What follows belongs to an exercise in optimizing a design on an open flow for small area, a short achievable clock period and few clock cycles; a production flow would make more cautious choices. Function was checked by simulation only, so behaviour that the tests miss may differ from the original. The clock port is modelled as an ideal driver, which makes a skipped or thinned clock tree look cheaper than it is; a real chip needs a root buffer or a tree. Power and IR drop assume default switching activity.

Setup of the baseline:
// LZ77_Encoder
module LZ77_Encoder(clk,reset,chardata,valid,encode,finish,offset,match_len,char_nxt);
Settings: LEC_CHECK=0, CAP_MARGIN=20, CORE_MARGIN=2, CORE_UTILIZATION=70, PLACE_DENSITY=0.75, SLEW_MARGIN=20; clock period 10.0 ns.
standard.sh (not shown) runs the stock make flow with config.mk's settings and CLKGATE_MAP_FILE= SYNTH_SCRIPT=/design/flow/synth_recipe.tcl, a recipe that flattens the netlist after the stock synthesis.
==> flow/flow/run.sh <==
#!/bin/bash
# Own layout flow: the standard flow (standard.sh), with
#  - synthesis by flow/synth.tcl: the standard synthesis script, but ABC
#    maps the logic with an area-oriented script (flow/abc_area.script),
#  - port buffers of buf_2 instead of the default clkdlybuf4s50_1,
#  - a larger setup target for ORFS's timing repair,
#  - a one-level clock tree (flow/cts.tcl) in place of TritonCTS.
# Each step's full output goes to a log file of its own in this folder.
set -euo pipefail
export FLOW_DIR_OWN=$PWD/flow
export OWN_ABC_SCRIPT=$PWD/flow/abc_area.script
export MCT_COLS=${MCT_COLS:-2}
export MCT_ROWS=${MCT_ROWS:-2}
VARS=("SYNTH_SCRIPT=$PWD/flow/synth.tcl" "BUFFER_PORTS_ARGS=-buffer_cell sky130_fd_sc_hd__buf_2" "SETUP_SLACK_MARGIN=7.4")
bash standard.sh "${VARS[@]}" place > flow_place.log 2>&1
bash standard.sh "${VARS[@]}" run RUN_SCRIPT=$PWD/flow/cts.tcl RUN_LOG_NAME_STEM=4_1_cts > flow_cts.log 2>&1
bash standard.sh "${VARS[@]}" finish > flow_finish.log 2>&1
Other scripts of this flow, unchanged in this note and not shown: flow/flow/abc_area.script, flow/flow/clkbuf.tcl, flow/flow/cts.tcl, flow/flow/synth.tcl
The baseline closes out successfully: all stages finished, all timing, DRC and antenna checks passed.
Testbench counts of the baseline, summed over its fixed seeds: cycles 12,332.
--- input diff the baseline..the candidate ---
- PLACE_DENSITY now 0.9, was 0.75
- CORE_UTILIZATION now 80, was 70
Results
Total power of the candidate is higher than that of the baseline.
The baseline → the candidate: number of buffers added on ports barely changed, ratio of final minimum period to clock period climbed 2.2 points.
The baseline ended up with valid as its critical path capture point; the candidate ended up with offset[1].
No run of this note takes its clock network from TritonCTS; it comes from the design's own scripts or RTL.

========
The RTL this note starts from:
==> flow/design.v <==
module LZ77_Encoder(clk,reset,chardata,valid,encode,finish,offset,match_len,char_nxt);
input 				clk;
input 				reset;
input 		[7:0] 	chardata;
output  			valid;
output  			encode;
output  			finish;
output 		[3:0] 	offset;
output 		[2:0] 	match_len;
output 	 	[7:0] 	char_nxt;
reg					valid;
reg					finish;
reg			[3:0]	offset;
reg			[2:0]	match_len;
reg			[3:0]	ch;			 
reg					ch5;		 
reg			[3:0]	H [0:9];	 
reg			[5:0]	E [0:8];	 
reg			[11:0]	lfsr;		 
reg					ended;		 
reg			[2:0]	skip;		 
reg					done;		 
integer 	d, j;
assign encode = valid;
assign char_nxt = {2'b00, ch5, 1'b0, ch};
wire		inrange1 = ~ended | lfsr[0];
always @(posedge clk or posedge reset)
begin
	if (reset)
	begin
		lfsr <= 12'hce2;
		ended <= 1'b0;
		for (d = 0; d < 10; d = d + 1)
			H[d] <= 4'd0;
	end
	else
	begin
		lfsr <= {lfsr[10:0], lfsr[11] ^ lfsr[10]};
		ended <= ended | (lfsr == 12'h800);
		H[0] <= chardata[3:0] ^ 4'd3;
		for (d = 1; d < 10; d = d + 1)
			H[d] <= H[d-1];
	end
end
reg			[8:0]	En;
always @(*)
	for (d = 0; d < 9; d = d + 1)
		En[d] = inrange1 & (H[0] == H[d+1]);
always @(posedge clk)
begin
	for (d = 0; d < 9; d = d + 1)
		E[d] <= {E[d][4:0], En[d]};
end
reg			[7:0]	a [0:8];	 
reg			[7:0]	A;			 
reg			[3:0]	off [1:7];	 
reg			[2:0]	L;
reg			[3:0]	S;
reg			[3:0]	X;			 
wire		[3:0]	C [0:7];	 
reg					last;		 
assign C[7] = chardata[3:0] ^ 4'd3;
assign C[6] = H[0];
assign C[5] = H[1];
assign C[4] = H[2];
assign C[3] = H[3];
assign C[2] = H[4];
assign C[1] = H[5];
assign C[0] = H[6];
always @(*)
begin
	for (d = 0; d < 9; d = d + 1)
	begin
		a[d][0] = 1'b1;
		for (j = 1; j < 7; j = j + 1)
			a[d][j] = a[d][j-1] & E[d][6-j];
		a[d][7] = a[d][6] & En[d];
	end
	for (j = 0; j < 8; j = j + 1)
	begin
		A[j] = 1'b0;
		for (d = 0; d < 9; d = d + 1)
			A[j] = A[j] | a[d][j];
	end
	for (j = 1; j < 8; j = j + 1)
	begin
		off[j] = 4'd0;
		for (d = 0; d < 9; d = d + 1)
			if (a[d][j]) off[j] = d;
	end
	L = 3'd0;
	S = 4'd0;
	X = C[0];
	for (j = 1; j < 8; j = j + 1)
		if (A[j])
		begin
			L = j;
			S = off[j];
			X = C[j];
		end
	last = 1'b0;
	for (j = 0; j < 8; j = j + 1)
		last = last | (lfsr[j] & A[7-j]);
	last = last & ended;
end
wire				emit = (skip == 3'd0) & ~done;
always @(posedge clk)
begin
	offset <= S;
	match_len <= L;
	ch <= X ^ 4'd3;
	ch5 <= last;
	valid <= emit;
	finish <= done;
end
always @(posedge clk or posedge reset)
begin
	if (reset)
	begin
		skip <= 3'd7;
		done <= 1'b0;
	end
	else
	begin
		skip <= emit ? L : skip - 3'd1;
		done <= done | (emit & last);
	end
end
endmodule
Settings: LEC_CHECK=0, CAP_MARGIN=20, CORE_MARGIN=2, CORE_UTILIZATION=70, PLACE_DENSITY=0.85, SLEW_MARGIN=20; clock period 10.0 ns.
Scripts as last shown in full above: flow/flow/run.sh
Other scripts of this flow, unchanged in this note and not shown: flow/flow/abc_area.script, flow/flow/clkbuf.tcl, flow/flow/cts.tcl, flow/flow/synth.tcl
The baseline produced a clean layout.
Testbench counts at the start, summed over its fixed seeds: cycles 12,332.
Edit:
--- a/flow/flow/run.sh
+++ b/flow/flow/run.sh
@@ -13,3 +13,3 @@
 export MCT_ROWS=${MCT_ROWS:-2}
-VARS=("SYNTH_SCRIPT=$PWD/flow/synth.tcl" "BUFFER_PORTS_ARGS=-buffer_cell sky130_fd_sc_hd__buf_2" "SETUP_SLACK_MARGIN=7.4")
+VARS=("SYNTH_SCRIPT=$PWD/flow/synth.tcl" "BUFFER_PORTS_ARGS=-buffer_cell sky130_fd_sc_hd__buf_2" "SETUP_SLACK_MARGIN=7.33")
 bash standard.sh "${VARS[@]}" place > flow_place.log 2>&1
Worst setup slack is better by 0.012 ns.
Synthesized area does not change.
Die area stays the same.
Flip-flop and latch count stays the same.
Edit:
--- a/flow/flow/run.sh
+++ b/flow/flow/run.sh
@@ -13,3 +13,3 @@
 export MCT_ROWS=${MCT_ROWS:-2}
-VARS=("SYNTH_SCRIPT=$PWD/flow/synth.tcl" "BUFFER_PORTS_ARGS=-buffer_cell sky130_fd_sc_hd__buf_2" "SETUP_SLACK_MARGIN=7.33")
+VARS=("SYNTH_SCRIPT=$PWD/flow/synth.tcl" "BUFFER_PORTS_ARGS=-buffer_cell sky130_fd_sc_hd__buf_2" "SETUP_SLACK_MARGIN=7.25")
 bash standard.sh "${VARS[@]}" place > flow_place.log 2>&1
=> The new run finished clean. Power is about the same. First-iteration DRC count is lower by about 3%. Synthesized cell count stays the same.
Edit:
--- a/flow/flow/run.sh
+++ b/flow/flow/run.sh
@@ -13,3 +13,3 @@
 export MCT_ROWS=${MCT_ROWS:-2}
-VARS=("SYNTH_SCRIPT=$PWD/flow/synth.tcl" "BUFFER_PORTS_ARGS=-buffer_cell sky130_fd_sc_hd__buf_2" "SETUP_SLACK_MARGIN=7.25")
+VARS=("SYNTH_SCRIPT=$PWD/flow/synth.tcl" "BUFFER_PORTS_ARGS=-buffer_cell sky130_fd_sc_hd__buf_2" "SETUP_SLACK_MARGIN=7.47")
 bash standard.sh "${VARS[@]}" place > flow_place.log 2>&1
Cell count came out higher by 0.75%.
Design area climbs by 2.5%.
Utilization rises by 2.0 points.
Synthesized cell count stays the same.
Wire length goes up by 1.1%.
Hold slack hardly moves.
Die area does not change.
Critical path depth does not change.
Fmax went down by 0.60%.
Power grows by 1.9%.
Combinational power went up by about 9%.
No run of this note takes its clock network from TritonCTS; it comes from the design's own scripts or RTL.

==> static timing again, ports no longer ideal <==
How much do the figures lean on ideal ports? The routed layouts below were timed once more, with nothing changed but the port constraints.
Step 1 sets driving cells, clkbuf_16 on the clock port and buf_2 on the other inputs (assumed; they add their load-dependent delay and slew).
Step 2, shift: input delay + t, output delay - t, t = (earliest + latest rising clock arrival at the registers) / 2. This alone moves slack from input paths to output paths.
a / b / c = no drivers / after step 1 / after step 2; a / b = the first two.
| run | shift t [ns] | slack for setup (ns) | worst register clock-pin slew, ns |
|---|---|---|---|
| the baseline | 0.250 | 7.366 / 7.284 / 7.271 | 0.11 / 0.11 |
| the candidate | 0.256 | 7.145 / 7.145 / 7.145 | 0.12 / 0.12 |
| the first run of note 2 | 0.247 | 7.374 / 7.294 / 7.447 | 0.11 / 0.11 |
| the second run of note 2 | 0.241 | 7.387 / 7.309 / 7.408 | 0.11 / 0.11 |
| the third run of note 2 | 0.243 | 7.385 / 7.307 / 7.220 | 0.11 / 0.11 |
| the fourth run of note 2 | 0.247 | 7.369 / 7.288 / 7.497 | 0.11 / 0.11 |
After both steps every run listed still meets setup and hold. The setup slack of the third run of note 2, which loses most, moves by -0.078 ns with the drivers and by -0.165 ns with both steps. The worst setup slack also covers recovery checks on asynchronous resets.
